This design comes from an exercise in tuning for small area on the open sky130 flow, not from production work. Only simulation tests tie the RTL to the original design; equivalence was not proved.

===== design/flow/constraint.sdc =====
create_clock -name core_clock -period 250.0 [get_ports {clk}]
set_input_delay 50.0000 -clock core_clock [delete_from_list [all_inputs] [get_ports {clk}]]
set_output_delay 50.0000 -clock core_clock [all_outputs]
set_load 0.01 [all_outputs]

===== design/flow/design.v =====
module serial_interface (
    input         clk,
    input         rst_n,
    input  [3:0]  prog_nibble_in,
    input prog_nibble_in_valid,
    output [11:0] frame_addr,
    output [7:0]  frame_cmd,
    output [31:0] frame_wdata,
    output        frame_valid,
    input         frame_ready
);
    reg [3:0]  nibble_counter;
    reg        valid_reg;
    reg [51:0] frame_sr;
    always @(posedge clk or negedge rst_n) begin
        if (!rst_n) begin
            nibble_counter <= 4'd0;
            valid_reg <= 1'b0;
        end
        else if (frame_ready || !valid_reg) begin
            if (nibble_counter > 4'd12) begin
                nibble_counter <= 4'd0;
                valid_reg <= 1'b1;
            end
            else begin
                if (prog_nibble_in_valid)
                    nibble_counter <= nibble_counter + 4'd1;
                valid_reg <= 1'b0;
            end
        end
    end
    always @(posedge clk) begin
        if ((frame_ready || !valid_reg) && nibble_counter <= 4'd12 && prog_nibble_in_valid)
            frame_sr <= {prog_nibble_in, frame_sr[51:4]};
    end
    assign frame_addr  = frame_sr[11:0];
    assign frame_cmd   = frame_sr[19:12];
    assign frame_wdata = frame_sr[51:20];
    assign frame_valid = valid_reg;
endmodule
module cmd_controller (
    input         clk,
    input         rst_n,
    input         frame_valid,
    input  [11:0] frame_addr,
    input  [7:0]  frame_cmd,
    input  [31:0] frame_wdata,
    output        frame_ready,
    output        cmd_start,
    output        cmd_busy,
    output [31:0] cmd_result,
    output        cmd_result_valid,
    output        cmd_error,
    output [1:0]  cmd_error_type,
    input         serializer_busy,
    output [11:0] mem_addr,
    output [31:0] mem_wdata,
    input  [31:0] mem_rdata,
    output        mem_wen,
    output        mem_cen
);
    localparam [2:0] S_IDLE = 3'd0, S_DEC = 3'd1, S_EXE = 3'd2, S_MEM = 3'd3,
                     S_WAIT = 3'd4, S_DONE = 3'd5, S_SER1 = 3'd6, S_SER2 = 3'd7;
    localparam [3:0] C_FILL0 = 4'd0, C_FILL1 = 4'd1, C_WRITE = 4'd2, C_READ = 4'd3,
                     C_WINC = 4'd4, C_RSEQ = 4'd5, C_INC = 4'd6, C_NOP = 4'd7,
                     C_ADD = 4'd8, C_SUB = 4'd9, C_MUL = 4'd10, C_DIV = 4'd11,
                     C_INV = 4'd12, C_AND = 4'd13, C_OR = 4'd14, C_XOR = 4'd15;
    reg [2:0]  state;
    reg [3:0]  cmd;
    reg        error_reg;
    reg [11:0] aq;           
    reg        pend;         
    reg [2:0]  k;            
    reg        wrapped;      
    reg        mem_wen_reg;
    reg        mem_cen_reg;
    reg [31:0] W;
    reg [47:0] P;
    wire [3:0] fcode = (frame_cmd[7:5] == 3'b000 && !frame_cmd[3]) ?
                       {frame_cmd[4], frame_cmd[2:0]} : C_NOP;
    wire is_fill   = (cmd[3:1] == 3'b000);
    wire is_arith  = cmd[3] && (cmd != C_INV);
    wire is_logic  = cmd[3] && !cmd[1] ? 1'b0 : 1'b0;
    wire is_mul    = (cmd == C_MUL);
    wire is_div    = (cmd == C_DIV);
    wire is_muldiv = (cmd[3:1] == 3'b101);
    wire [11:0] cnt;
    wire        cnt_co;
    rca #(12) u_cnt (.a(aq), .b(12'd0), .ci(pend), .s(cnt), .co(cnt_co));
    wire cnt_max = &cnt;
    wire le_a  = wrapped || (k == 3'd0);
    wire eq1   = !wrapped && (k == 3'd1);
    wire eq2   = !wrapped && (k == 3'd2);
    wire eq3   = !wrapped && (k == 3'd3);
    wire st_idle = (state == S_IDLE);
    wire st_exe  = (state == S_EXE);
    wire st_mem  = (state == S_MEM);
    wire st_wait = (state == S_WAIT);
    wire st_done = (state == S_DONE);
    wire [31:0] d = mem_rdata;
    wire [32:0] dor;          
    assign dor[32] = 1'b0;
    genvar gi;
    generate
        for (gi = 31; gi >= 0; gi = gi - 1) begin : g_dor
            assign dor[gi] = dor[gi+1] | d[gi];
        end
    endgenerate
    wire rdata_zero = !dor[0];
    wire        mfirst = st_wait && eq2;
    wire [7:0]  mb = st_wait ? (eq2 ? mem_rdata[7:0] : P[47:40]) :
                     st_exe  ? mem_rdata[15:8] : mem_rdata[23:16];
    wire [31:0] pin = mfirst ? 32'd0 : P[31:0];
    wire [31:0] mrow [0:8];
    wire [7:0]  mlo;
    assign mrow[0] = pin;
    generate
        for (gi = 0; gi < 8; gi = gi + 1) begin : g_mul
            wire [31:0] s;
            wire        co;
            rca #(32) u_add (.a(mrow[gi]), .b(W & {32{mb[gi]}}), .ci(1'b0), .s(s), .co(co));
            assign mlo[gi] = s[0];
            assign mrow[gi+1] = {co, s[31:1]};
        end
    endgenerate
    wire [31:0] macc = mrow[8];
    localparam integer DK  = 11;
    localparam integer DEW = 23 - DK;
    wire        pass2 = !st_wait && !is_mul;
    wire [22:0] qn;           
    wire [8:0]  qf;           
    wire [15:0] ncol = is_mul ? W[15:0] : ~d[15:0];
    generate
        for (gi = 0; gi < 23; gi = gi + 1) begin : g_div
            localparam integer NB = gi + 1;
            localparam integer MJ = gi - DK;                  
            localparam         MAPPED = (gi >= DK) && (gi < DK + 9);
            wire [NB-1:0] t;
            wire [NB-1:0] s;
            wire [NB-1:0] r;
            wire [NB-1:0] yb;
            wire          co;
            wire          x;
            wire          qsel;
            if (gi < 16) begin : g_m
                wire g = !is_mul || mem_rdata[31-gi];
                assign yb = ncol[NB-1:0] & {NB{g}};
            end else begin : g_d
                assign yb = ~d[NB-1:0];
            end
            if (MAPPED) begin : g_xm
                if (gi < 16) begin : g_xmm
                    assign x = is_mul ? macc[15-gi] : (pass2 ? W[8-MJ] : W[31-gi]);
                end else begin : g_xmd
                    assign x = pass2 ? W[8-MJ] : W[31-gi];
                end
            end else if (gi < 16) begin : g_xn
                assign x = is_mul ? macc[15-gi] : W[31-gi];
            end else begin : g_xd
                assign x = W[31-gi];
            end
            if (gi == 0) begin : g_t0
                assign t = x;
            end else if (gi == DK) begin : g_tk
                assign t = {(pass2 ? P[DK-1:0] : g_div[gi-1].r[gi-1:0]), x};
            end else begin : g_tn
                assign t = {g_div[gi-1].r[gi-1:0], x};
            end
            if (gi < 16) begin : g_c
                rca #(NB) u_sub (.a(t), .b(yb), .ci(!is_mul), .s(s), .co(co));
            end else begin : g_c1
                rca #(NB) u_sub (.a(t), .b(yb), .ci(1'b1), .s(s), .co(co));
            end
            wire q1 = co && !dor[NB];
            assign qn[22-gi] = q1;
            if (MAPPED) begin : g_ext
                wire [DEW-1:0] te;
                wire [DEW-1:0] se;
                wire [DEW-1:0] re;
                wire           coe;
                if (gi == DK) begin : g_te0
                    assign te = P[22:DK];
                end else begin : g_ten
                    assign te = g_div[gi-1].g_ext.re;
                end
                rca #(DEW) u_ext (.a(te), .b(~d[NB+DEW-1:NB]), .ci(co), .s(se), .co(coe));
                wire q2 = coe && !dor[NB+DEW];
                assign qf[8-MJ] = q2;
                assign qsel = pass2 ? q2 : q1;
                assign re = qsel ? se : te;
            end else begin : g_noext
                assign qsel = q1;
            end
            if (gi < 16) begin : g_rm
                assign r = (qsel || is_mul) ? s : t;
            end else begin : g_rd
                assign r = qsel ? s : t;
            end
        end
    endgenerate
    wire [15:0] r15 = g_div[15].r;
    wire [22:0] r22 = g_div[22].r;
    wire [31:0] r31 = {g_div[DK+8].g_ext.re, g_div[DK+8].r};
    wire [31:0] md_low  = is_mul ? {r15, mlo, P[39:32]} : {P[45:23], qf};
    wire        a_sub = (cmd == C_SUB);
    wire [31:0] ax = (cmd == C_INC) ? 32'd0 : W;
    wire [31:0] ay = {32{st_wait}} & (mem_rdata ^ {32{a_sub}});
    wire        aci = a_sub || (cmd == C_INC) || (cmd == C_WINC);
    wire [31:0] asum;
    wire        aco;
    rca #(32) u_alu (.a(ax), .b(ay), .ci(aci), .s(asum), .co(aco));
    reg [2:0] next_state;
    always @(*) begin
        next_state = state;
        case (state)
            S_IDLE: if (frame_valid) next_state = S_DEC;
            S_DEC:  next_state = S_EXE;
            S_EXE:
                if (is_fill && !cnt_max)
                    next_state = S_EXE;
                else if (cmd == C_WINC && !cnt_max)
                    next_state = S_EXE;
                else if (is_arith && le_a)
                    next_state = S_EXE;
                else
                    next_state = S_MEM;
            S_MEM:  next_state = S_WAIT;
            S_WAIT:
                if (cmd == C_RSEQ && cnt != 12'd0)
                    next_state = S_SER1;
                else if (is_arith && eq2)
                    next_state = S_EXE;
                else if (is_mul && eq3)
                    next_state = S_EXE;
                else if (is_div && eq3 && !error_reg)
                    next_state = S_EXE;
                else
                    next_state = S_DONE;
            S_SER1: next_state = S_SER2;
            S_SER2: if (!serializer_busy) next_state = S_EXE;
            S_DONE: next_state = S_IDLE;
            default: next_state = S_IDLE;
        endcase
    end
    wire exe_inc = is_fill || cmd == C_WINC || cmd == C_RSEQ || is_arith;
    wire wait_wr = (cmd == C_INC) || (cmd == C_INV) ||
                   (is_arith && !is_div && eq2) || (is_mul && eq3) ||
                   (is_div && !error_reg && ((eq2 && !rdata_zero) || eq3));
    always @(posedge clk or negedge rst_n) begin
        if (!rst_n) begin
            state <= S_IDLE;
            cmd <= 4'd0;
            error_reg <= 1'b0;
            aq <= 12'd0;
            pend <= 1'b0;
            k <= 3'd0;
            wrapped <= 1'b0;
            mem_wen_reg <= 1'b0;
            mem_cen_reg <= 1'b0;
        end
        else begin
            state <= next_state;
            case (state)
                S_IDLE: if (frame_valid) begin
                    cmd <= fcode;
                    aq <= frame_addr;
                    pend <= 1'b0;
                    k <= 3'd0;
                    wrapped <= 1'b0;
                    error_reg <= (frame_addr >= 12'hFFE && fcode[3:1] == 3'b100) ||
                                 (frame_addr >= 12'hFFD && fcode[3:1] == 3'b101);
                end
                S_EXE: begin
                    if (exe_inc) begin
                        aq <= cnt;
                        pend <= 1'b1;
                        k <= k + 3'd1;
                        if (cnt_max) wrapped <= 1'b1;
                    end
                    if (cmd != C_NOP) begin
                        mem_wen_reg <= (cmd[3:1] == 3'b000) || cmd == C_WRITE || cmd == C_WINC;
                        mem_cen_reg <= !(is_arith && !is_muldiv) || le_a || eq1;
                    end
                end
                S_MEM: begin
                    mem_wen_reg <= 1'b0;
                    mem_cen_reg <= 1'b0;
                end
                S_WAIT: begin
                    if (cmd == C_DIV && eq2 && !error_reg && rdata_zero)
                        error_reg <= 1'b1;
                    if (wait_wr) begin
                        aq <= cnt;
                        pend <= 1'b0;
                        mem_wen_reg <= 1'b1;
                        mem_cen_reg <= 1'b1;
                    end
                end
                S_DONE: begin
                    mem_wen_reg <= 1'b0;
                    mem_cen_reg <= 1'b0;
                end
                default: ;
            endcase
        end
    end
    always @(posedge clk) begin
        case (state)
            S_IDLE: if (frame_valid) W <= frame_wdata;
            S_EXE: begin
                if (is_mul) P[31:0] <= macc;
                if (is_fill)
                    W <= {32{cmd[0]}};
                else if (cmd == C_WINC && mem_cen_reg)
                    W <= asum;
                else if (is_div && eq2)
                    W <= r31;
            end
            S_MEM: begin
                if (is_arith && eq2) W <= mem_rdata;
                if (is_mul) P[31:0] <= macc;
            end
            S_WAIT: begin
                case (cmd)
                    C_READ, C_RSEQ: W <= mem_rdata;
                    C_INC, C_ADD, C_SUB: W <= asum;
                    C_INV: W <= ~mem_rdata;
                    C_AND: W <= W & mem_rdata;
                    C_OR:  W <= W | mem_rdata;
                    C_XOR: W <= W ^ mem_rdata;
                    C_MUL: if (eq3) W <= macc;
                    default: ;
                endcase
                if (is_mul) begin
                    P[31:0] <= macc;
                    if (eq2) P[47:32] <= {mem_rdata[31:24], mlo};
                end
                else        P <= {qn, r22};
            end
            default: ;
        endcase
    end
    assign frame_ready = st_idle;
    assign cmd_start = (state == S_DEC);
    assign cmd_busy = !st_idle;
    assign cmd_result = W;
    assign cmd_result_valid = (state == S_SER1) ||
        (st_done && (cmd == C_READ || cmd == C_RSEQ || cmd == C_INC || cmd == C_INV));
    assign cmd_error = error_reg;
    assign cmd_error_type = 2'b00;
    assign mem_addr = aq;
    assign mem_wdata = (st_exe && is_muldiv && eq2) ? md_low : W;
    assign mem_wen = mem_wen_reg;
    assign mem_cen = mem_cen_reg;
endmodule
module output_serializer (
    input         clk,
    input         rst_n,
    input  [31:0] data_in,
    input         data_valid,
    input         cmd_busy,
    output [3:0]  serial_out,
    output        serial_valid,
    output        serializer_busy
);
    reg [2:0]  nibble_counter;
    reg [31:0] data_reg;
    reg        busy_reg;
    always @(posedge clk or negedge rst_n) begin
        if (!rst_n) begin
            nibble_counter <= 3'd0;
            busy_reg <= 1'b0;
        end
        else begin
            if (data_valid && !busy_reg) begin
                nibble_counter <= 3'd0;
                busy_reg <= 1'b1;
            end
            else if (busy_reg) begin
                nibble_counter <= nibble_counter + 3'd1;
                if (nibble_counter == 3'd7)
                    busy_reg <= 1'b0;
            end
        end
    end
    always @(posedge clk) begin
        if (data_valid && !busy_reg)
            data_reg <= data_in;
        else
            data_reg <= {data_reg[31:28], data_reg[31:4]};
    end
    assign serial_out = data_reg[3:0];
    assign serial_valid = busy_reg;
    assign serializer_busy = busy_reg;
endmodule
module done_generator (
    input         clk,
    input         rst_n,
    input         cmd_start,
    input         cmd_busy,
    input         cmd_error,
    input  [1:0]  cmd_error_type,
    output        prog_done
);
    reg done_reg;
    reg [1:0] pulse_counter;
    reg error_pulse;
    always @(posedge clk or negedge rst_n) begin
        if (!rst_n) begin
            done_reg <= 1'b0;
            pulse_counter <= 2'd0;
            error_pulse <= 1'b0;
        end
        else begin
            if (cmd_busy && !cmd_start) begin
                if (cmd_error) begin
                    error_pulse <= 1'b1;
                    pulse_counter <= 2'd2;
                    done_reg <= 1'b1;
                end
                else begin
                    pulse_counter <= 2'd1;
                end
            end
            else if (pulse_counter > 0) begin
                pulse_counter <= pulse_counter - 2'd1;
                if (pulse_counter == 2'd1) begin
                    done_reg <= 1'b1;
                    error_pulse <= 1'b0;
                end
            end
            else begin
                done_reg <= 1'b0;
            end
        end
    end
    assign prog_done = done_reg;
endmodule
module rca #(parameter N = 32) (
    input  [N-1:0] a,
    input  [N-1:0] b,
    input          ci,
    output [N-1:0] s,
    output         co
);
    wire [N:0] c;
    assign c[0] = ci;
    genvar k;
    generate
        for (k = 0; k < N; k = k + 1) begin : g_fa
            assign s[k] = a[k] ^ b[k] ^ c[k];
            assign c[k+1] = (a[k] & b[k]) | (c[k] & (a[k] ^ b[k]));
        end
    endgenerate
    assign co = c[N];
endmodule
`timescale 1ns/1ps
module cpu_top (
    input         clk,
    input         rst_n,
    input  [3:0]  prog_nibble_in,
    input prog_nibble_in_valid,
    output [3:0]  prog_nibble_out,
    output        prog_out_valid,
    output        prog_done,
    output [11:0] mem_addr,
    output [31:0] mem_wdata,
    input  [31:0] mem_rdata,
    output        mem_wen,
    output        mem_cen
);
    wire [11:0] frame_addr;
    wire [7:0]  frame_cmd;
    wire [31:0] frame_wdata;
    wire        frame_valid;
    wire        frame_ready;
    wire        cmd_start;
    wire        cmd_busy;
    wire [31:0] cmd_result;
    wire        cmd_result_valid;
    wire        cmd_error;
    wire [1:0]  cmd_error_type;
    wire        serializer_busy;
    serial_interface u_serial_if (
        .clk            (clk),
        .rst_n          (rst_n),
        .prog_nibble_in (prog_nibble_in),
        .prog_nibble_in_valid (prog_nibble_in_valid),
        .frame_addr     (frame_addr),
        .frame_cmd      (frame_cmd),
        .frame_wdata    (frame_wdata),
        .frame_valid    (frame_valid),
        .frame_ready    (frame_ready)
    );
    cmd_controller u_cmd_ctrl (
        .clk                (clk),
        .rst_n              (rst_n),
        .frame_valid        (frame_valid),
        .frame_addr         (frame_addr),
        .frame_cmd          (frame_cmd),
        .frame_wdata        (frame_wdata),
        .frame_ready        (frame_ready),
        .cmd_start          (cmd_start),
        .cmd_busy           (cmd_busy),
        .cmd_result         (cmd_result),
        .cmd_result_valid   (cmd_result_valid),
        .cmd_error          (cmd_error),
        .cmd_error_type     (cmd_error_type),
	.serializer_busy    (serializer_busy),
        .mem_addr           (mem_addr),
        .mem_wdata          (mem_wdata),
        .mem_rdata          (mem_rdata),
        .mem_wen            (mem_wen),
        .mem_cen            (mem_cen)
    );
    output_serializer u_out_serializer (
        .clk                (clk),
        .rst_n              (rst_n),
        .data_in            (cmd_result),
        .data_valid         (cmd_result_valid),
        .cmd_busy           (cmd_busy),
        .serial_out         (prog_nibble_out),
        .serial_valid       (prog_out_valid),
        .serializer_busy    (serializer_busy)
    );
    done_generator u_done_gen (
        .clk            (clk),
        .rst_n          (rst_n),
        .cmd_start      (cmd_start),
        .cmd_busy       (cmd_busy),
        .cmd_error      (cmd_error),
        .cmd_error_type (cmd_error_type),
        .prog_done      (prog_done)
    );
endmodule

===== design/flow/run.sh =====
#!/bin/bash
# synth_recipe.tcl (not shown) runs the flow's synth.tcl, then flattens the netlist and writes it again
# the make line also repeats each setting of config.mk as NAME=value (left out here)
make -C /OpenROAD-flow-scripts/flow DESIGN_CONFIG=/design/flow/config.mk WORK_HOME=/design/flow/orfs CLKGATE_MAP_FILE= SYNTH_SCRIPT=/design/flow/synth_recipe.tcl finish

===== design/flow/config.mk =====
export PLATFORM = sky130hd
export DESIGN_NAME = cpu_top
export DESIGN_NICKNAME = cpu_top
export VERILOG_FILES = /design/flow/design.v
export SDC_FILE = /design/flow/constraint.sdc
export NUM_CORES = 4
export LEC_CHECK = 0
export ABC_AREA = 1
export CAP_MARGIN = 20
export CORE_MARGIN = 2
export CORE_UTILIZATION = 60
export SLEW_MARGIN = 20

==> results.sh, run 1 <==
export IMPL_status="no timing/DRC/antenna violations"
export IMPL_max_clock_freq_mhz=4.14
export IMPL_wl_per_cell_um=28.2
export IMPL_hold_class="reg -> reg"
export IMPL_grt_pass1_vias=32400
export IMPL_ys_seq_area_frac=0.163
export IMPL_layout_setup_ws_ns=8.33
export IMPL_mostFrequentLayoutCells="nand2_1 (985), fa_1 (656), nor2_1 (510)"
export IMPL_grt_pass1_wl_um=206000
export IMPL_setup_viol=0
export IMPL_first_pass_iters=7
export IMPL_reg2reg_to="u_cmd_ctrl.P[19]"
export IMPL_cap_viol_max_count=0
export IMPL_hold_viol=0
export IMPL_clock_sinks=203
export IMPL_cts_root_buf="clkbuf_16"
export IMPL_syn_inst=4121
export IMPL_post_route_drc_count=0
export IMPL_postCtsSetupBuffers=0
export IMPL_worstSetupPathType="in -> out"
export IMPL_synth_ff_type="edfxtp_1"
export IMPL_crit_fanout=48
export IMPL_die_h_um=244
export IMPL_routed_wirelength_um=138000
export IMPL_synth_nets=4917
export IMPL_arrival_ns=191.67
export IMPL_area_delta_synth_final_pct=7.43
export IMPL_synth_avg_cell_area_sq_um=8.37
export IMPL_grt_util_all_layers=0.474
export IMPL_async_reset_ff_frac=0.192
export IMPL_grt_max_degree=113
export IMPL_finish_utilization=0.654
export IMPL_cts_repair_resized=0
export IMPL_min_to="u_out_serializer.data_reg[26]"
export IMPL_cts_max_level=1
export IMPL_rsz0062_at_grt="false"
export IMPL_slew_viol_final=0
export IMPL_drt_iter0_markers=4214
export IMPL_dp_hpwl_um=108000
export IMPL_place_congestion=1.11
export IMPL_fin_crit_sh=0.967
export IMPL_reg2reg_depth=561
export IMPL_fill_cells=4818
export IMPL_yosysWarnings=4
export IMPL_rows=87
export IMPL_dp_cells=4851
export IMPL_top_regs="u_serial_if.frame_sr (52), u_cmd_ctrl.P (48)"
export IMPL_cp_slowest_stage_delay_ns=0.77
export IMPL_final_common_cell="nand2_1"
export IMPL_rrSetupSlack_ns=80.00
export IMPL_numCtsBuffers=23
export IMPL_final_cells=4896
export IMPL_critPathLaunchType="input port"
export IMPL_fin_tns_setup_ns=0
export IMPL_yosys_top_cells_area="fa_1 (38%), edfxtp_1 (12%), nand2_1 (11%), nor2_1 (5.7%), o21ai_0 (4.0%)"
export IMPL_cp_slowest_cell="inv_1"
export IMPL_clockBufferDepth=3
export IMPL_io_buffers=90
export IMPL_grt_overflow=0
export IMPL_post_place_ws_ns=9.08
export IMPL_ant_nets=0
export IMPL_largest_reg_flops=52
export IMPL_vias=32000
export IMPL_whs_path_depth=2
export IMPL_period_minus_slack_ns=241.67
export IMPL_drive_above_1_share=0.0749
export IMPL_clkLatencyLatePin_ns=0.58
export IMPL_synth_top_area_frac=0.381
export IMPL_synth_cell_types=61
export IMPL_crit_required_ns=200.00
export IMPL_worstHoldStart="u_out_serializer.data_reg[30]"
export IMPL_synth_edf_count=136
export IMPL_clkTransAtPathRegs_ns=0.07
export IMPL_cts_tree="done"
export IMPL_via_per_inst=6.53
export IMPL_syn_cell_area_sq_um=34500
export IMPL_path_common_cell="fa_1"
export IMPL_ctsHoldBuffers=0
export IMPL_end_kind="output port"
export IMPL_largest_register="u_serial_if.frame_sr"
export IMPL_die_width_um=244
export IMPL_dieArea_sq_um=59400
export IMPL_relSlewSlack=0.159
export IMPL_antenna_found_initial=2
export IMPL_fp_coreArea_sq_um=56600
export IMPL_ios=91
export IMPL_timing_rr_start="u_cmd_ctrl.state[1]"
export IMPL_finClkSkew_ns=0.0298
export IMPL_ys_seq_elements=203
export IMPL_initial_core_util=0.609
export IMPL_layout_nets=4917
export IMPL_netlist_top_cell_by_area="fa_1"
export IMPL_worst_pin_slew_ns=1.23
metal layers:
layer | vias to the layer above | wire length, um | global-route usage | share of wire
li1 | 13300 | - | - | -
met1 | 15700 | 46000 | 0.572 | 0.33
met2 | 2328 | 58400 | 0.686 | 0.42
met3 | 656 | 21400 | 0.206 | 0.16
met4 | 8 | 11800 | 0.311 | 0.086
met5 | - | 327 | 0.0384 | 0.0024
layout make-up:
| cell class | instances | area, sq um | share of cell area |
|---|---|---|---|
| tap | 756 | 946 | 0.0255 |
| timing repair buffer | 187 | 1650 | 0.0446 |
| multi-input combinational | 3295 | 26500 | 0.716 |
| sequential | 203 | 5620 | 0.152 |
| clock buffer | 33 | 677 | 0.0183 |
| inverter | 411 | 1550 | 0.0417 |
| clock inverter | 9 | 70.1 | 0.00189 |
| antenna | 2 | 5.00 | 0.000135 |
per-stage QoR:
| stage | area [sq um] | hold WS, ns |
|---|---|---|
| 3_3_place_gp | 36200 | 0.412 |
| 3_5_place_dp | 36300 | 0.417 |
| 2_1_floorplan | 34500 | 0.406 |
| 6_report | 37000 | 0.423 |
| 5_1_grt | 37000 | 0.446 |
| 4_1_cts | 37000 | 0.432 |
cells in the mapped netlist (18+ instances only):
cell type    n
nand2_1    989
fa_1       656
nor2_1     521
inv_1      351
o21ai_0    279
clkbuf_1   158
a21oi_1    141
nand3_1    137
edfxtp_1   136
ha_1       101
a31oi_1     69
or2_2       46
clkinv_1    40
dfrtp_1     39
a22oi_1     36
dfxtp_1     28
nand2_2     28
nor3_1      28
o211ai_1    26
o22ai_1     24
buf_2       20
o2111ai_1   20
inv_2       19
buf_1       18
nand4_1     18
critical path, delay by kind of cell:
family          cells  cell delay (ns)
mux                 1             0.14
simple gates       58             7.56
fa+ha+maj         329           119.82
compound gates     24             4.78
buf+inv            60             9.22
worst max path at each step:
stage                              from            to  slack [ns]  cells after the start
after floorplan           mem_rdata[16]  mem_wdata[0]       22.92                    468
after global placement    mem_rdata[16]  mem_wdata[0]       13.52                    472
after detailed placement  mem_rdata[16]  mem_wdata[0]        9.08                    472
after CTS                 mem_rdata[16]  mem_wdata[0]        9.03                    472
after global routing      mem_rdata[16]  mem_wdata[0]        2.93                    472
final                     mem_rdata[16]  mem_wdata[0]        8.33                    472
kinds of logic after synthesis:
group           Yosys count  synth area share
xor+xnor                  5           0.00127
compound gates          690             0.120
mux                      29           0.00885
flops                   203             0.163
simple gates           1814             0.219
fa+ha+maj               757             0.417
buf+inv                 623            0.0705
==> run 2, diff against run 1 <==
--- a/design/flow/config.mk
+++ b/design/flow/config.mk
@@ -9,4 +9,7 @@
 export CAP_MARGIN = 20
 export CORE_MARGIN = 2
 export CORE_UTILIZATION = 60
+export CTS_BUF_LIST = sky130_fd_sc_hd__clkbuf_8
+export CTS_CLUSTER_DIAMETER = 50
+export CTS_CLUSTER_SIZE = 10
 export SLEW_MARGIN = 20
==> run 2 against run 1 <==
Compared with the run above:
- non-clock buffer count stayed put
- wire length hardly changed
- maximum frequency hardly changed
- cell area is 0.28% lower
- via count is 0.42% higher
- count of clock-buffer cells in the layout is 1 lower
- highest routed layer unchanged
==> results.sh, run 2 <==
export IMPL_status="no timing/DRC/antenna violations"
export IMPL_crit_required_ns=200.00
export IMPL_ctsHoldBuffers=0
export IMPL_dp_cells=4851
export IMPL_io_buffers=90
export IMPL_arrival_ns=191.61
export IMPL_syn_inst=4121
export IMPL_crit_fanout=48
export IMPL_hold_viol=0
export IMPL_area_delta_synth_final_pct=7.13
export IMPL_top_regs="u_serial_if.frame_sr (52), u_cmd_ctrl.P (48)"
export IMPL_die_width_um=244
export IMPL_synth_ff_type="edfxtp_1"
export IMPL_numCtsBuffers=31
export IMPL_die_h_um=244
export IMPL_max_clock_freq_mhz=4.14
export IMPL_routed_wirelength_um=138000
export IMPL_synth_edf_count=136
export IMPL_end_kind="output port"
export IMPL_post_route_drc_count=0
export IMPL_timing_rr_start="u_cmd_ctrl.state[1]"
export IMPL_fill_cells=4841
export IMPL_yosysWarnings=4
export IMPL_wl_per_cell_um=28.1
export IMPL_dp_hpwl_um=108000
export IMPL_rrSetupSlack_ns=79.97
export IMPL_cp_slowest_stage_delay_ns=0.78
export IMPL_crit_buf_inv=60
export IMPL_worstHoldStart="u_out_serializer.data_reg[20]"
export IMPL_rows=87
export IMPL_synth_top_area_frac=0.381
export IMPL_finClkSkew_ns=0.0422
export IMPL_clock_sinks=203
export IMPL_cts_max_level=1
export IMPL_critPathLaunch="mem_rdata[16]"
export IMPL_synth_common_cells="nand2_1 (989), fa_1 (656), nor2_1 (521), inv_1 (351), o21ai_0 (279)"
export IMPL_dieArea_sq_um=59400
export IMPL_worstSetupPathType="in -> out"
export IMPL_setup_viol=0
export IMPL_cts_root_buf="clkbuf_8"
export IMPL_synth_nets=4917
export IMPL_finalInstanceArea_sq_um=36900
export IMPL_fin_tns_setup_ns=0
export IMPL_fin_crit_sh=0.966
export IMPL_synth_most_common_cell="nand2_1"
export IMPL_ant_nets=0
export IMPL_cp_slowest_cell="inv_1"
export IMPL_synth_avg_cell_area_sq_um=8.37
export IMPL_grt_pass1_wl_um=205000
export IMPL_clkTransAtPathRegs_ns=0.06
export IMPL_mostFrequentLayoutCells="nand2_1 (985), fa_1 (656), nor2_1 (510)"
export IMPL_relSlewSlack=0.154
export IMPL_slew_viol_final=0
export IMPL_grt_overflow=0
export IMPL_layout_nets=4925
export IMPL_synth_cell_types=61
export IMPL_vias=32100
export IMPL_drive_above_1_share=0.0773
export IMPL_clkLatencyLatePin_ns=0.70
export IMPL_yosys_top_cells_area="fa_1 (38%), edfxtp_1 (12%), nand2_1 (11%), nor2_1 (5.7%), o21ai_0 (4.0%)"
export IMPL_via_per_inst=6.53
export IMPL_regArea_sq_um=5620
export IMPL_grt_util_all_layers=0.473
export IMPL_antenna_found_initial=5
export IMPL_syn_cell_area_sq_um=34500
export IMPL_hold_class="reg -> reg"
export IMPL_initial_core_util=0.609
export IMPL_largest_reg_flops=52
export IMPL_place_area_sq_um=36300
export IMPL_cap_viol_max_count=0
export IMPL_netlist_top_cell_by_area="fa_1"
export IMPL_rsz0062_at_grt="false"
export IMPL_async_reset_ff_frac=0.192
export IMPL_grt_max_degree=113
export IMPL_path_common_cell="fa_1"
export IMPL_ys_seq_elements=203
export IMPL_first_pass_iters=8
export IMPL_drt_iter0_markers=4170
export IMPL_final_cells=4914
export IMPL_worst_pin_slew_ns=1.24
export IMPL_grt_pass1_vias=32300
export IMPL_place_congestion=1.11
export IMPL_ys_seq_area_frac=0.163
export IMPL_ios=91
export IMPL_multi_input_area_sq_um=26500
export IMPL_final_common_cell="nand2_1"
export IMPL_clockBufferDepth=3
export IMPL_fp_coreArea_sq_um=56600
export IMPL_largest_register="u_serial_if.frame_sr"
export IMPL_critPathTopFamily="adder cells"
export IMPL_postCtsSetupBuffers=0
export IMPL_critPathLaunchType="input port"
export IMPL_cts_repair_resized=0
export IMPL_cts_tree="done"
export IMPL_period_minus_slack_ns=241.61
run 2: final timing paths:
check	end	depth (start not counted)
max in group asynchronous	u_cmd_ctrl.cmd[2]	1
hold / removal	u_out_serializer.data_reg[16]	2
setup reg to reg	u_cmd_ctrl.P[18]	560
min in group asynchronous	u_cmd_ctrl.aq[4]	1
setup / recovery	mem_wdata[0]	472
hold reg to reg	u_out_serializer.data_reg[16]	2
run 2: final cells by class:
type                    count  share of cell area
diodes                      5            0.000339
clock buffers              32              0.0119
clock inverters            25             0.00532
inverters                 411              0.0418
multi-input cells        3295               0.718
flip-flops and latches    203               0.152
well taps                 756              0.0256
repair buffers            187              0.0448
run 2: cell families (layout without fill, tap and decap cells):
group / Yosys count / after routing / synth area share
simple gates: 1814 / 1814 / 0.219
fa+ha+maj: 757 / 757 / 0.417
compound gates: 690 / 690 / 0.120
buf+inv: 623 / 655 / 0.0705
flops: 203 / 203 / 0.163
mux: 29 / 29 / 0.00885
xor+xnor: 5 / 5 / 0.00127
other cells: 0 / 5 / 0
run 2: worst register-to-register path: cells and delay by family, from the launching register on:
| family | cells | cell delay [ns] |
|---|---|---|
| compound gates | 27 | 5.20 |
| fa+ha+maj | 392 | 144.09 |
| buf+inv | 71 | 10.26 |
| flops | 1 | 0.42 |
| mux | 1 | 0.15 |
| simple gates | 69 | 9.75 |
run 2: per-stage QoR:
step	utilization	setup slack, ns	hold WS (ns)
2_1_floorplan	-	22.92	0.406
3_3_place_gp	0.640	13.52	0.412
3_5_place_dp	0.640	9.08	0.417
4_1_cts	0.652	9.06	0.434
5_1_grt	0.652	2.99	0.444
6_report	0.653	8.39	0.432
run 2: routing by layer:
layer  track usage  vias to the layer above  part of all wire
li1              -                    13300                 -
met1         0.572                    15800              0.33
met2         0.682                     2383              0.42
met3         0.208                      622              0.16
met4         0.311                       12             0.088
met5        0.0384                        -            0.0028
==> run 3, diff against run 2 <==
--- a/design/flow/config.mk
+++ b/design/flow/config.mk
@@ -10,6 +10,6 @@
 export CORE_MARGIN = 2
 export CORE_UTILIZATION = 60
 export CTS_BUF_LIST = sky130_fd_sc_hd__clkbuf_8
-export CTS_CLUSTER_DIAMETER = 50
-export CTS_CLUSTER_SIZE = 10
+export CTS_CLUSTER_DIAMETER = 60
+export CTS_CLUSTER_SIZE = 16
 export SLEW_MARGIN = 20
==> run 3 against run 2 <==
Compared with the run above:
- still clean
- utilization down 0.19 points
- hold slack gained 0.0068 ns
- cell count down 0.31%
- critical path depth unchanged
- setup slack gained 0.049 ns
- sequential share of layout area barely moved
- register-to-register slack gained 0.10 ns
- critical endpoint unchanged
==> results.sh, run 3 <==
export IMPL_crit_buf_inv=60
export IMPL_cap_viol_max_count=0
export IMPL_vias=32000
export IMPL_rsz0062_at_grt="false"
export IMPL_via_per_inst=6.54
export IMPL_hold_viol=0
export IMPL_netlist_top_cell_by_area="fa_1"
export IMPL_path_depth=472
export IMPL_cts_root_buf="clkbuf_8"
export IMPL_ctsHoldBuffers=0
export IMPL_synth_avg_cell_area_sq_um=8.37
export IMPL_reg2reg_to="u_cmd_ctrl.P[18]"
export IMPL_layout_setup_ws_ns=8.44
export IMPL_critPathLaunchType="input port"
export IMPL_wl_per_cell_um=28.2
export IMPL_crit_fanout=48
export IMPL_worstSetupPathType="in -> out"
export IMPL_clkTransAtPathRegs_ns=0.10
export IMPL_relSlewSlack=0.142
export IMPL_worst_pin_slew_ns=1.25
export IMPL_die_h_um=244
export IMPL_synth_cell_types=61
export IMPL_mostFrequentLayoutCells="nand2_1 (985), fa_1 (656), nor2_1 (510)"
export IMPL_initial_core_util=0.609
export IMPL_setup_viol=0
export IMPL_post_place_ws_ns=9.08
export IMPL_critPathTopFamily="adder cells"
export IMPL_cts_max_level=1
export IMPL_reg2reg_depth=560
export IMPL_layout_nets=4916
export IMPL_ys_seq_elements=203
export IMPL_drive_above_1_share=0.0752
export IMPL_syn_inst=4121
export IMPL_ys_seq_area_frac=0.163
export IMPL_die_width_um=244
export IMPL_synth_nets=4917
export IMPL_top_regs="u_serial_if.frame_sr (52), u_cmd_ctrl.P (48)"
export IMPL_largest_reg_flops=52
export IMPL_routed_wirelength_um=138000
export IMPL_first_pass_iters=9
export IMPL_path_common_cell="fa_1"
export IMPL_grt_pass1_wl_um=205000
export IMPL_synth_most_common_cell="nand2_1"
export IMPL_fin_crit_sh=0.966
export IMPL_cp_slowest_cell="inv_1"
export IMPL_synth_edf_count=136
export IMPL_fill_cells=4858
export IMPL_antenna_found_initial=8
export IMPL_final_common_cell="nand2_1"
export IMPL_dieArea_sq_um=59400
export IMPL_crit_required_ns=200.00
export IMPL_postCtsSetupBuffers=0
export IMPL_yosys_top_cells_area="fa_1 (38%), edfxtp_1 (12%), nand2_1 (11%), nor2_1 (5.7%), o21ai_0 (4.0%)"
export IMPL_rows=87
export IMPL_largest_register="u_serial_if.frame_sr"
export IMPL_io_buffers=90
export IMPL_cts_repair_resized=0
export IMPL_clockBufferDepth=3
export IMPL_finClkSkew_ns=0.0298
export IMPL_drt_iter0_markers=4346
export IMPL_arrival_ns=191.56
export IMPL_syn_cell_area_sq_um=34500
export IMPL_async_reset_ff_frac=0.192
export IMPL_timing_rr_start="u_cmd_ctrl.state[1]"
export IMPL_yosysWarnings=4
export IMPL_grt_max_degree=113
export IMPL_ios=91
export IMPL_hold_class="reg -> reg"
export IMPL_grt_pass1_vias=32300
export IMPL_status="no timing/DRC/antenna violations"
export IMPL_cts_tree="done"
export IMPL_area_delta_synth_final_pct=6.81
export IMPL_clock_sinks=203
export IMPL_critPathLaunch="mem_rdata[16]"
export IMPL_ant_nets=0
export IMPL_rrSetupSlack_ns=80.07
export IMPL_period_minus_slack_ns=241.56
export IMPL_end_kind="output port"
export IMPL_slew_viol_final=0
export IMPL_clkLatencyLatePin_ns=0.66
export IMPL_cp_slowest_stage_delay_ns=0.76
export IMPL_numCtsBuffers=23
export IMPL_place_congestion=1.11
export IMPL_grt_util_all_layers=0.474
export IMPL_fp_coreArea_sq_um=56600
export IMPL_cp_endpoint="mem_wdata[0]"
export IMPL_synth_common_cells="nand2_1 (989), fa_1 (656), nor2_1 (521), inv_1 (351), o21ai_0 (279)"
export IMPL_fin_tns_setup_ns=0
export IMPL_grt_overflow=0
export IMPL_dp_hpwl_um=108000
export IMPL_synth_ff_type="edfxtp_1"
export IMPL_post_route_drc_count=0
export IMPL_max_clock_freq_mhz=4.14
export IMPL_synth_top_area_frac=0.381
==> run 3: cell types whose count changed in the layout (fill, tap and decap cells not counted), moves of 3 or more <==
| cell | delta |
|---|---|
| inv_8 | +4 |
| clkinv_2 | -6 |
| inv_1 | -6 |
| clkbuf_8 | -8 |
| inv_6 | -5 |
| clkinv_8 | +3 |
==> run 3: kinds of logic (layout without fill, tap and decap cells) <==
family                   after synthesis  count (layout)  synth area share
multiplexers                          29              29           0.00885
AO/OA/AOI/OAI                        690             690             0.120
AND/OR/NAND/NOR                     1814            1814             0.219
other                                  0               6                 0
buffers and inverters                623             639            0.0705
flip-flops                           203             203             0.163
adder cells (fa/ha/maj)              757             757             0.417
XOR/XNOR                               5               5           0.00127
==> run 3: area by class of cell <==
class / count / area [sq um] / share of cell area
clock buffer: 24 / 330 / 0.00897
tap: 756 / 946 / 0.0257
clock inverter: 18 / 221 / 0.00601
inverter: 411 / 1550 / 0.0420
multi-input combinational: 3295 / 26500 / 0.720
timing repair buffer: 186 / 1630 / 0.0442
sequential: 203 / 5620 / 0.153
antenna: 6 / 15.0 / 0.000408
==> run 3: worst register-to-register path, delay by kind of cell (launching register included) <==
family          cells  cell delay [ns]
fa+ha+maj         392           143.87
flops               1             0.42
buf+inv            71            10.27
compound gates     27             5.20
mux                 1             0.15
simple gates       69             9.80
==> run 3: worst min-delay path by stage <==
stage / start / endpoint / cells past startpoint
6_report: u_out_serializer.data_reg[6] / u_out_serializer.data_reg[2] / 2
5_1_grt: u_out_serializer.data_reg[12] / u_out_serializer.data_reg[8] / 2
3_3_place_gp: u_out_serializer.data_reg[4] / u_out_serializer.data_reg[0] / 2
4_1_cts: u_out_serializer.data_reg[15] / u_out_serializer.data_reg[11] / 2
3_5_place_dp: u_out_serializer.data_reg[15] / u_out_serializer.data_reg[11] / 2
2_1_floorplan: u_out_serializer.data_reg[4] / u_out_serializer.data_reg[0] / 2
==> run 3: stage by stage <==
| step | instance area, sq um | hold slack (ns) | instances | utilization |
|---|---|---|---|---|
| after floorplan | 34500 | 0.406 | 4121 | - |
| after global placement | 36200 | 0.412 | 4850 | 0.640 |
| after detailed placement | 36300 | 0.417 | 4851 | 0.640 |
| after CTS | 36800 | 0.440 | 4893 | 0.650 |
| after global routing | 36800 | 0.457 | 4893 | 0.650 |
| final | 36800 | 0.439 | 4899 | 0.651 |
==> run 3: layer usage <==
layer | track usage | part of all wire
met1 | 0.575 | 0.33
met4 | 0.307 | 0.085
met5 | 0.0384 | 0.0025
met3 | 0.208 | 0.15
met2 | 0.685 | 0.42
==> run 4, diff against run 3 <==
--- a/design/flow/config.mk
+++ b/design/flow/config.mk
@@ -6,10 +6,11 @@
 export NUM_CORES = 4
 export LEC_CHECK = 0
 export ABC_AREA = 1
-export CAP_MARGIN = 20
+export CAP_MARGIN = 0
 export CORE_MARGIN = 2
 export CORE_UTILIZATION = 60
 export CTS_BUF_LIST = sky130_fd_sc_hd__clkbuf_8
 export CTS_CLUSTER_DIAMETER = 60
 export CTS_CLUSTER_SIZE = 16
-export SLEW_MARGIN = 20
+export GPL_TIMING_DRIVEN = 0
+export SLEW_MARGIN = 0
==> run 4 against run 3 <==
Compared with the run above:
- now fails the layout checks on capacitance limit, slew limit
- first-iteration DRC count up 16%
- synthesized area unchanged
- critical path depth down 2
- die area unchanged
- cell area rose by 0.61%
==> results.sh, run 4 <==
export IMPL_top_regs="u_serial_if.frame_sr (52), u_cmd_ctrl.P (48)"
export IMPL_fill_cells=5014
export IMPL_vias=33400
export IMPL_hold_viol=0
export IMPL_cp_slowest_cell="dlymetal6s2s_1"
export IMPL_worst_pin_slew_ns=1.63
export IMPL_synth_ff_type="edfxtp_1"
export IMPL_netlist_top_cell_by_area="fa_1"
export IMPL_numCtsBuffers=23
export IMPL_area_delta_synth_final_pct=7.46
export IMPL_ys_seq_elements=203
export IMPL_path_common_cell="fa_1"
export IMPL_clockBufferDepth=3
export IMPL_dieArea_sq_um=59400
export IMPL_first_pass_iters=8
export IMPL_grt_util_all_layers=0.514
export IMPL_async_reset_ff_frac=0.192
export IMPL_dp_cells=4973
export IMPL_relSlewSlack=-0.0896
export IMPL_cts_max_level=1
export IMPL_synth_common_cells="nand2_1 (989), fa_1 (656), nor2_1 (521), inv_1 (351), o21ai_0 (279)"
export IMPL_die_h_um=244
export IMPL_setup_viol=0
export IMPL_largest_register="u_serial_if.frame_sr"
export IMPL_ctsHoldBuffers=0
export IMPL_final_cells=5033
export IMPL_synth_most_common_cell="nand2_1"
export IMPL_cts_tree="done"
export IMPL_cts_root_buf="clkbuf_8"
export IMPL_initial_core_util=0.609
export IMPL_via_per_inst=6.64
export IMPL_hold_class="reg -> reg"
export IMPL_yosys_top_cells_area="fa_1 (38%), edfxtp_1 (12%), nand2_1 (11%), nor2_1 (5.7%), o21ai_0 (4.0%)"
export IMPL_routed_wirelength_um=150000
export IMPL_syn_inst=4121
export IMPL_synth_avg_cell_area_sq_um=8.37
export IMPL_ys_seq_area_frac=0.163
export IMPL_post_route_drc_count=0
export IMPL_clock_sinks=203
export IMPL_crit_fanout=12
export IMPL_drive_above_1_share=0.0591
export IMPL_io_buffers=90
export IMPL_clkTransAtPathRegs_ns=0.09
export IMPL_grt_max_degree=51
export IMPL_die_width_um=244
export IMPL_fin_crit_sh=0.984
export IMPL_max_clock_freq_mhz=4.07
export IMPL_cap_viol_max_count=1
export IMPL_synth_edf_count=136
export IMPL_fin_tns_setup_ns=0
export IMPL_fp_coreArea_sq_um=56600
export IMPL_worstHoldStart="u_out_serializer.data_reg[26]"
export IMPL_end_kind="output port"
export IMPL_place_congestion=1.10
export IMPL_ios=91
export IMPL_clkLatencyLatePin_ns=0.64
export IMPL_grt_overflow=0
export IMPL_critPathLaunchType="input port"
export IMPL_worstSetupPathType="in -> out"
export IMPL_critPathLaunch="mem_rdata[0]"
export IMPL_arrival_ns=195.97
export IMPL_wl_per_cell_um=29.8
export IMPL_antenna_found_initial=15
export IMPL_holdWs_ns=0.437
export IMPL_drt_iter0_markers=5020
export IMPL_synth_cell_types=61
export IMPL_layout_nets=5041
export IMPL_largest_reg_flops=52
export IMPL_multi_input_area_sq_um=26500
export IMPL_crit_required_ns=200.00
export IMPL_rsz0062_at_grt="false"
export IMPL_status="failed layout checks"
export IMPL_syn_cell_area_sq_um=34500
export IMPL_timing_rr_start="u_cmd_ctrl.k[0]"
export IMPL_yosysWarnings=4
export IMPL_grt_pass1_vias=32700
export IMPL_grt_pass1_wl_um=218000
export IMPL_synth_top_area_frac=0.381
export IMPL_rows=87
export IMPL_mostFrequentLayoutCells="nand2_1 (989), fa_1 (656), nor2_1 (519)"
export IMPL_dp_hpwl_um=121000
export IMPL_regArea_sq_um=5620
export IMPL_synth_nets=4917
export IMPL_checkFailReasons="capacitance limit, slew limit"
export IMPL_ant_nets=0
export IMPL_period_minus_slack_ns=245.97
export IMPL_slew_viol_final=9
export IMPL_finClkSkew_ns=0.0264
export IMPL_final_common_cell="nand2_1"
export IMPL_cp_slowest_stage_delay_ns=0.73
==> run 4: cell counts after synthesis <==
Identical to the previous run, type by type.
==> run 4: layout make-up <==
cell class / count / area share
Timing Repair Buffer: 99 / 0.0275
Inverter: 411 / 0.0418
Sequential cell: 203 / 0.152
Tap cell: 756 / 0.0255
Clock inverter: 19 / 0.00540
Buffer: 212 / 0.0239
Multi-Input combinational cell: 3295 / 0.715
Antenna cell: 15 / 0.00101
Clock buffer: 23 / 0.00854
==> run 4: final timing paths <==
check	endpoint	slack, ns	cells past startpoint
max in group asynchronous	u_cmd_ctrl.state[0]	200.01	1
max	mem_wdata[0]	4.03	470
min in group asynchronous	u_cmd_ctrl.aq[4]	49.46	1
min	u_out_serializer.data_reg[22]	0.44	2
max reg2reg	u_cmd_ctrl.P[1]	74.94	556
min reg2reg	u_out_serializer.data_reg[22]	0.44	2
==> run 4: worst max-delay path, delay by kind of cell <==
family | cells | cell delay (ns)
AOI/OAI and AO/OA | 23 | 4.59
adders and majority gates | 328 | 122.28
buffers and inverters | 59 | 8.49
muxes | 1 | 0.21
and+or+nand+nor | 59 | 10.21
==> run 4: per-stage QoR <==
step / setup WS, ns / util / area, sq um
after global placement: 5.96 / 0.642 / 36300
after CTS: 5.51 / 0.653 / 37000
after floorplan: 22.92 / - / 34500
after global routing: 0.234 / 0.654 / 37000
final: 4.03 / 0.655 / 37100
after detailed placement: 5.87 / 0.644 / 36500
==> run 4: logic make-up after synthesis <==
logic type / synth area share
compound gates: 0.120
xor+xnor: 0.00127
fa+ha+maj: 0.417
buf+inv: 0.0705
flops: 0.163
mux: 0.00885
simple gates: 0.219
==> run 4: repair_timing <==
action / in CTS / in global routing
resized for setup: 0 / 8
setup buffers: 0 / 2
setup endpoints to repair: 0 / 1
==> run 4: routing by layer <==
metal,up-vias,GRT usage,part of all wire,wire length [um]
met5,-,0.00654,0.00038,57
met4,10,0.317,0.086,12900
met3,716,0.225,0.17,24800
met2,2806,0.722,0.40,60200
met1,16300,0.654,0.35,51800
li1,13600,-,-,-
==> run 5, diff against run 4 <==
==> design/flow/flow/run.sh (new file) <==
#!/bin/bash
# Standard layout, with the port buffers made from the smallest buffer cell.
set -o pipefail
export BUFFER_PORTS_ARGS="-buffer_cell sky130_fd_sc_hd__buf_1"
cat standard.sh > standard_copy.log 2>&1
bash standard.sh > standard.log 2>&1
==> design/flow/standard.sh (new file) <==
#!/bin/bash
# synth_recipe.tcl (not shown) runs the flow's synth.tcl, then flattens the netlist and writes it again
# the make line also repeats each setting of config.mk as NAME=value (left out here)
make -C /OpenROAD-flow-scripts/flow DESIGN_CONFIG=/design/flow/config.mk WORK_HOME=/design/flow/orfs CLKGATE_MAP_FILE= SYNTH_SCRIPT=/design/flow/synth_recipe.tcl "${@:-finish}"
==> design/flow/config.mk (replaced) <==
export PLATFORM = sky130hd
export DESIGN_NAME = cpu_top
export DESIGN_NICKNAME = cpu_top
export VERILOG_FILES = /design/flow/design.v
export SDC_FILE = /design/flow/constraint.sdc
export NUM_CORES = 4
export LEC_CHECK = 0
export ABC_AREA = 1
export CAP_MARGIN = 20
export CORE_MARGIN = 2
export CORE_UTILIZATION = 60
export SLEW_MARGIN = 20
removed: design/flow/run.sh
==> run 5 against run 4 <==
Compared with the run above:
- now clean on timing, DRC and antenna
- synthesized cell count unchanged
- sequential share of layout area increased by 0.19 points
- global-route usage down 4.4 points
- wire length decreased by 7.9%
- critical path depth is 2 higher
- register-to-register slack improved by 5.9 ns
- utilization is 0.83 points lower
- setup slack better by 5.4 ns
- largest cell class unchanged
==> results.sh, run 5 <==
export IMPL_antenna_found_initial=9
export IMPL_critPathLaunch="mem_rdata[16]"
export IMPL_die_h_um=244
export IMPL_initial_core_util=0.609
export IMPL_hold_viol=0
export IMPL_wl_per_cell_um=28.1
export IMPL_synth_top_area_frac=0.381
export IMPL_clkTransAtPathRegs_ns=0.06
export IMPL_final_cells=4909
export IMPL_dp_hpwl_um=108000
export IMPL_io_buffers=90
export IMPL_synth_common_cells="nand2_1 (989), fa_1 (656), nor2_1 (521), inv_1 (351), o21ai_0 (279)"
export IMPL_cts_tree="done"
export IMPL_layout_setup_ws_ns=9.40
export IMPL_drt_iter0_markers=4437
export IMPL_finalInstanceArea_sq_um=36600
export IMPL_largest_register="u_serial_if.frame_sr"
export IMPL_grt_pass1_wl_um=204000
export IMPL_routed_wirelength_um=138000
export IMPL_first_pass_iters=9
export IMPL_cp_slowest_cell="inv_1"
export IMPL_hold_class="reg -> reg"
export IMPL_cts_max_level=1
export IMPL_ios=91
export IMPL_grt_max_degree=65
export IMPL_mostFrequentLayoutCells="nand2_1 (985), fa_1 (656), nor2_1 (510)"
export IMPL_arrival_ns=190.60
export IMPL_grt_overflow=0
export IMPL_grt_pass1_vias=32100
export IMPL_timing_rr_start="u_cmd_ctrl.state[1]"
export IMPL_rsz0062_at_grt="false"
export IMPL_fp_coreArea_sq_um=56600
export IMPL_clockBufferDepth=3
export IMPL_post_route_drc_count=0
export IMPL_numCtsBuffers=25
export IMPL_rrSetupSlack_ns=80.79
export IMPL_slew_viol_final=0
export IMPL_ctsHoldBuffers=0
export IMPL_finClkSkew_ns=0.0161
export IMPL_yosysWarnings=4
export IMPL_synth_edf_count=136
export IMPL_final_common_cell="nand2_1"
export IMPL_area_delta_synth_final_pct=6.10
export IMPL_syn_inst=4121
export IMPL_worst_pin_slew_ns=1.24
export IMPL_clkLatencyLatePin_ns=0.58
export IMPL_synth_ff_type="edfxtp_1"
export IMPL_async_reset_ff_frac=0.192
export IMPL_rows=87
export IMPL_cts_root_buf="clkbuf_16"
export IMPL_place_area_sq_um=35700
export IMPL_path_common_cell="fa_1"
export IMPL_drive_above_1_share=0.0772
export IMPL_largest_reg_flops=52
export IMPL_setup_viol=0
export IMPL_reg2reg_to="u_cmd_ctrl.P[18]"
export IMPL_synth_most_common_cell="nand2_1"
export IMPL_die_width_um=244
export IMPL_clock_sinks=203
export IMPL_synth_avg_cell_area_sq_um=8.37
export IMPL_status="no timing/DRC/antenna violations"
export IMPL_top_regs="u_serial_if.frame_sr (52), u_cmd_ctrl.P (48)"
export IMPL_layout_nets=4921
export IMPL_place_congestion=1.09
export IMPL_cts_repair_resized=0
export IMPL_via_per_inst=6.57
export IMPL_cp_slowest_stage_delay_ns=0.74
export IMPL_postCtsSetupBuffers=0
export IMPL_crit_fanout=48
export IMPL_vias=32300
export IMPL_post_place_ws_ns=9.99
export IMPL_worstHoldStart="u_out_serializer.data_reg[9]"
export IMPL_whs_path_depth=2
export IMPL_ant_nets=0
export IMPL_cap_viol_max_count=0
export IMPL_max_clock_freq_mhz=4.16
export IMPL_reg2reg_depth=558
export IMPL_period_minus_slack_ns=240.60
export IMPL_crit_required_ns=200.00
export IMPL_dieArea_sq_um=59400
export IMPL_ys_seq_elements=203
export IMPL_synth_cell_types=61
export IMPL_critPathLaunchType="input port"
export IMPL_synth_nets=4917
export IMPL_dp_cells=4853
export IMPL_syn_cell_area_sq_um=34500
export IMPL_fin_crit_sh=0.962
export IMPL_yosys_top_cells_area="fa_1 (38%), edfxtp_1 (12%), nand2_1 (11%), nor2_1 (5.7%), o21ai_0 (4.0%)"
export IMPL_fin_tns_setup_ns=0
export IMPL_ys_seq_area_frac=0.163
export IMPL_netlist_top_cell_by_area="fa_1"
export IMPL_worstSetupPathType="in -> out"
export IMPL_relSlewSlack=0.165
export IMPL_grt_util_all_layers=0.470
export IMPL_end_kind="output port"
export IMPL_cp_endpoint="mem_wdata[0]"
## run 5: cell counts after synthesis
Identical to the previous run, type by type.
## run 5: cell families after synthesis
family,after synthesis,share of synthesized area
adders and majority gates,757,0.417
and+or+nand+nor,1814,0.219
muxes,29,0.00885
AOI/OAI and AO/OA,690,0.120
DFF,203,0.163
xor gates and xnor gates,5,0.00127
buffers and inverters,623,0.0705
## run 5: worst max-delay path: cells and delay by family
family                   cells  cell delay (ns)
buffers and inverters       60             8.59
AND/OR/NAND/NOR             58             7.53
adder cells (fa/ha/maj)    329           119.39
multiplexers                 1             0.14
AO/OA/AOI/OAI               24             4.63
## run 5: worst min path at each step
stage / end
after floorplan: u_out_serializer.data_reg[0]
after global placement: u_out_serializer.data_reg[2]
after detailed placement: u_out_serializer.data_reg[22]
after CTS: u_out_serializer.data_reg[22]
after global routing: u_out_serializer.data_reg[22]
final: u_out_serializer.data_reg[5]
## run 5: metrics by stage
| stage | utilization | hold slack (ns) |
|---|---|---|
| 2_1_floorplan | - | 0.406 |
| 3_3_place_gp | 0.631 | 0.414 |
| 3_5_place_dp | 0.631 | 0.421 |
| 4_1_cts | 0.646 | 0.430 |
| 5_1_grt | 0.646 | 0.451 |
| 6_report | 0.646 | 0.433 |
## run 5: final cells by class
cell class | count | area [sq um]
clock inverters | 19 | 199
flip-flops and latches | 203 | 5620
clock buffers | 26 | 629
repair buffers | 189 | 1090
inverters | 411 | 1550
diodes | 10 | 25.0
multi-input cells | 3295 | 26500
fillers | 4867 | 20000
well taps | 756 | 946
## run 5: per-layer routing
layer / part of all wire / global-route usage / up-vias
met5: 0.00059 / 0 / -
met1: 0.34 / 0.590 / 15800
met3: 0.15 / 0.166 / 657
li1: - / - / 13300
met2: 0.42 / 0.689 / 2538
met4: 0.088 / 0.313 / 6
==> run 6, diff against run 5 <==
==> design/flow/flow/run.sh (replaced) <==
#!/bin/bash
# The standard layout (standard.sh, unchanged), with the port buffers
# that global placement inserts made from the smallest buffer cell.
# standard.sh's full output (make and every ORFS step) goes to standard.log;
# ORFS's per-step logs stay under orfs/logs/.
set -o pipefail
export BUFFER_PORTS_ARGS="-buffer_cell sky130_fd_sc_hd__buf_1"
bash standard.sh > standard.log 2>&1
--- a/design/flow/config.mk
+++ b/design/flow/config.mk
@@ -9,4 +9,7 @@
 export CAP_MARGIN = 20
 export CORE_MARGIN = 2
 export CORE_UTILIZATION = 60
+export CTS_BUF_LIST = sky130_fd_sc_hd__clkbuf_8
+export CTS_CLUSTER_DIAMETER = 60
+export CTS_CLUSTER_SIZE = 16
 export SLEW_MARGIN = 20
==> run 6 against run 5 <==
Compared with the run above:
- utilization shrank 0.51 points
- count of clock-buffer cells in the layout shrank 1
- sequential share of layout area grew 0.12 points
- non-clock buffer count is the same
- critical path depth is the same
- maximum frequency is essentially flat
- synthesized area is the same
- die area is the same
- global-route usage shrank 0.34 points
- critical endpoint unchanged
==> results.sh, run 6 <==
export IMPL_max_clock_freq_mhz=4.16
export IMPL_synth_common_cells="nand2_1 (989), fa_1 (656), nor2_1 (521), inv_1 (351), o21ai_0 (279)"
export IMPL_finalInstanceArea_sq_um=36300
export IMPL_synth_most_common_cell="nand2_1"
export IMPL_area_delta_synth_final_pct=5.26
export IMPL_fill_cells=4901
export IMPL_slew_viol_final=0
export IMPL_end_kind="output port"
export IMPL_top_layer="met5"
export IMPL_fin_tns_setup_ns=0
export IMPL_wl_per_cell_um=27.9
export IMPL_finClkSkew_ns=0.0283
export IMPL_drive_above_1_share=0.0770
export IMPL_grt_pass1_wl_um=203000
export IMPL_path_common_cell="fa_1"
export IMPL_grt_overflow=0
export IMPL_grt_util_all_layers=0.467
export IMPL_ant_nets=0
export IMPL_post_route_drc_count=0
export IMPL_die_h_um=244
export IMPL_cts_root_buf="clkbuf_8"
export IMPL_yosysWarnings=4
export IMPL_rows=87
export IMPL_yosys_top_cells_area="fa_1 (38%), edfxtp_1 (12%), nand2_1 (11%), nor2_1 (5.7%), o21ai_0 (4.0%)"
export IMPL_layout_nets=4921
export IMPL_status="no timing/DRC/antenna violations"
export IMPL_clkTransAtPathRegs_ns=0.09
export IMPL_ys_seq_area_frac=0.163
export IMPL_drt_iter0_markers=4152
export IMPL_clockBufferDepth=3
export IMPL_clock_sinks=203
export IMPL_hold_viol=0
export IMPL_dr_wl_met3_um=20500
export IMPL_vias=32200
export IMPL_die_width_um=244
export IMPL_rsz0062_at_grt="false"
export IMPL_mostFrequentLayoutCells="nand2_1 (985), fa_1 (656), nor2_1 (510)"
export IMPL_synth_top_area_frac=0.381
export IMPL_ios=91
export IMPL_routed_wirelength_um=137000
export IMPL_async_reset_ff_frac=0.192
export IMPL_synth_edf_count=136
export IMPL_crit_fanout=48
export IMPL_largest_reg_flops=52
export IMPL_multi_input_area_sq_um=26500
export IMPL_ys_seq_elements=203
export IMPL_cp_slowest_stage_delay_ns=0.75
export IMPL_synth_nets=4917
export IMPL_m1WireLength_um=46400
export IMPL_grt_max_degree=65
export IMPL_worst_pin_slew_ns=1.21
export IMPL_first_pass_iters=8
export IMPL_place_congestion=1.09
export IMPL_crit_buf_inv=61
export IMPL_worstSetupPathType="in -> out"
export IMPL_critPathLaunchType="input port"
export IMPL_dp_cells=4853
export IMPL_wl_met2_um=57900
export IMPL_initial_core_util=0.609
export IMPL_synth_ff_type="edfxtp_1"
export IMPL_syn_inst=4121
export IMPL_worstHoldStart="u_out_serializer.data_reg[9]"
export IMPL_relSlewSlack=0.187
export IMPL_fin_crit_sh=0.962
export IMPL_period_minus_slack_ns=240.60
export IMPL_arrival_ns=190.60
export IMPL_cap_viol_max_count=0
export IMPL_largest_register="u_serial_if.frame_sr"
export IMPL_cp_slowest_cell="inv_1"
export IMPL_critPathLaunch="mem_rdata[16]"
export IMPL_via_per_inst=6.57
export IMPL_ctsHoldBuffers=0
export IMPL_clkLatencyLatePin_ns=0.66
export IMPL_place_area_sq_um=35700
export IMPL_synth_avg_cell_area_sq_um=8.37
export IMPL_cts_repair_resized=0
export IMPL_crit_required_ns=200.00
export IMPL_io_buffers=90
export IMPL_timing_rr_start="u_cmd_ctrl.state[1]"
export IMPL_hold_class="reg -> reg"
export IMPL_cts_max_level=1
export IMPL_top_regs="u_serial_if.frame_sr (52), u_cmd_ctrl.P (48)"
export IMPL_synth_cell_types=61
export IMPL_rrSetupSlack_ns=80.79
export IMPL_numCtsBuffers=25
export IMPL_postCtsSetupBuffers=0
export IMPL_dp_hpwl_um=108000
export IMPL_critPathTopFamily="adder cells"
export IMPL_cts_tree="done"
export IMPL_regArea_sq_um=5620
export IMPL_antenna_found_initial=7
export IMPL_grt_pass1_vias=32100
export IMPL_netlist_top_cell_by_area="fa_1"
export IMPL_final_common_cell="nand2_1"
export IMPL_dieArea_sq_um=59400
export IMPL_fp_coreArea_sq_um=56600
export IMPL_setup_viol=0
export IMPL_final_cells=4904
export IMPL_syn_cell_area_sq_um=34500
## run 6: cell count changes in the layout (fill, tap and decap cells not counted), sizes merged
| cell | delta |
|---|---|
| inv | +6 |
| diode | -6 |
| clkinvlp | +1 |
| clkbuf | -1 |
| bufinv | -2 |
| clkinv | -3 |
## run 6: layout make-up
type,instances,area share
multi-input combinational,3295,0.731
antenna,4,0.000276
tap,756,0.0261
clock buffer,25,0.00948
timing repair buffer,189,0.0301
inverter,411,0.0426
clock inverter,21,0.00586
sequential,203,0.155
## run 6: worst paths after layout
check,end,cells past startpoint
setup / recovery,mem_wdata[0],472
hold / removal,u_out_serializer.data_reg[5],2
setup reg to reg,u_cmd_ctrl.P[18],558
hold reg to reg,u_out_serializer.data_reg[5],2
max in group asynchronous,u_cmd_ctrl.aq[2],1
min in group asynchronous,u_cmd_ctrl.aq[7],1
## run 6: metrics by stage
stage               worst slack [ns]  hold WS (ns)   util
CTS                             9.91         0.444  0.641
global placement               14.19         0.414  0.631
global route                    4.39         0.467  0.641
floorplan                      22.92         0.406      -
finish                          9.40         0.440  0.641
detailed placement              9.99         0.421  0.631
## run 6: per-layer routing
layer,global-route usage,vias up
met1,0.585,15800
met4,0.323,2
li1,-,13300
met3,0.164,612
met5,0,-
met2,0.680,2471
## run 6: kinds of logic after synthesis
logic type               share of synthesized area
AND/OR/NAND/NOR                              0.219
multiplexers                               0.00885
AO/OA/AOI/OAI                                0.120
adder cells (fa/ha/maj)                      0.417
flip-flops                                   0.163
XOR/XNOR                                   0.00127
buffers and inverters                       0.0705
## run 6: worst reg2reg max path, delay by kind of cell, from the launching register on
kind	cells	cell delay [ns]
DFF	1	0.43
and+or+nand+nor	69	10.18
adders and majority gates	390	143.45
AOI/OAI and AO/OA	27	5.11
muxes	1	0.15
buffers and inverters	71	9.81

-- static timing again, ports no longer ideal --
No port has a modelled driver above. Below, the same layouts with a new extraction and two added sets of constraints.
Step 1 sets driving cells, clkbuf_16 on the clock port and buf_2 on the other inputs (assumed; they add their load-dependent delay and slew).
Step 2 times the ports against the registers' clock, not the clock port: input delays grow and output delays shrink by t, the midpoint of the rising clock arrivals with the driver on.
Slacks: no drivers / after step 1 / after step 2; pairs: no drivers / after step 1.
| run | t (ns) | setup slack, ns | clock arrival spread, ns |
|---|---|---|---|
| run 1 | 0.634 | 8.332 / 8.306 / 8.306 | 0.030 / 0.030 |
| run 2 | 0.733 | 8.392 / 8.367 / 8.367 | 0.042 / 0.042 |
| run 3 | 0.711 | 8.441 / 8.416 / 8.416 | 0.030 / 0.030 |
| run 4 | 0.686 | 4.029 / 4.000 / 4.000 | 0.026 / 0.027 |
| run 5 | 0.634 | 9.396 / 9.367 / 9.367 | 0.016 / 0.016 |
| run 6 | 0.701 | 9.404 / 9.375 / 9.375 | 0.028 / 0.028 |
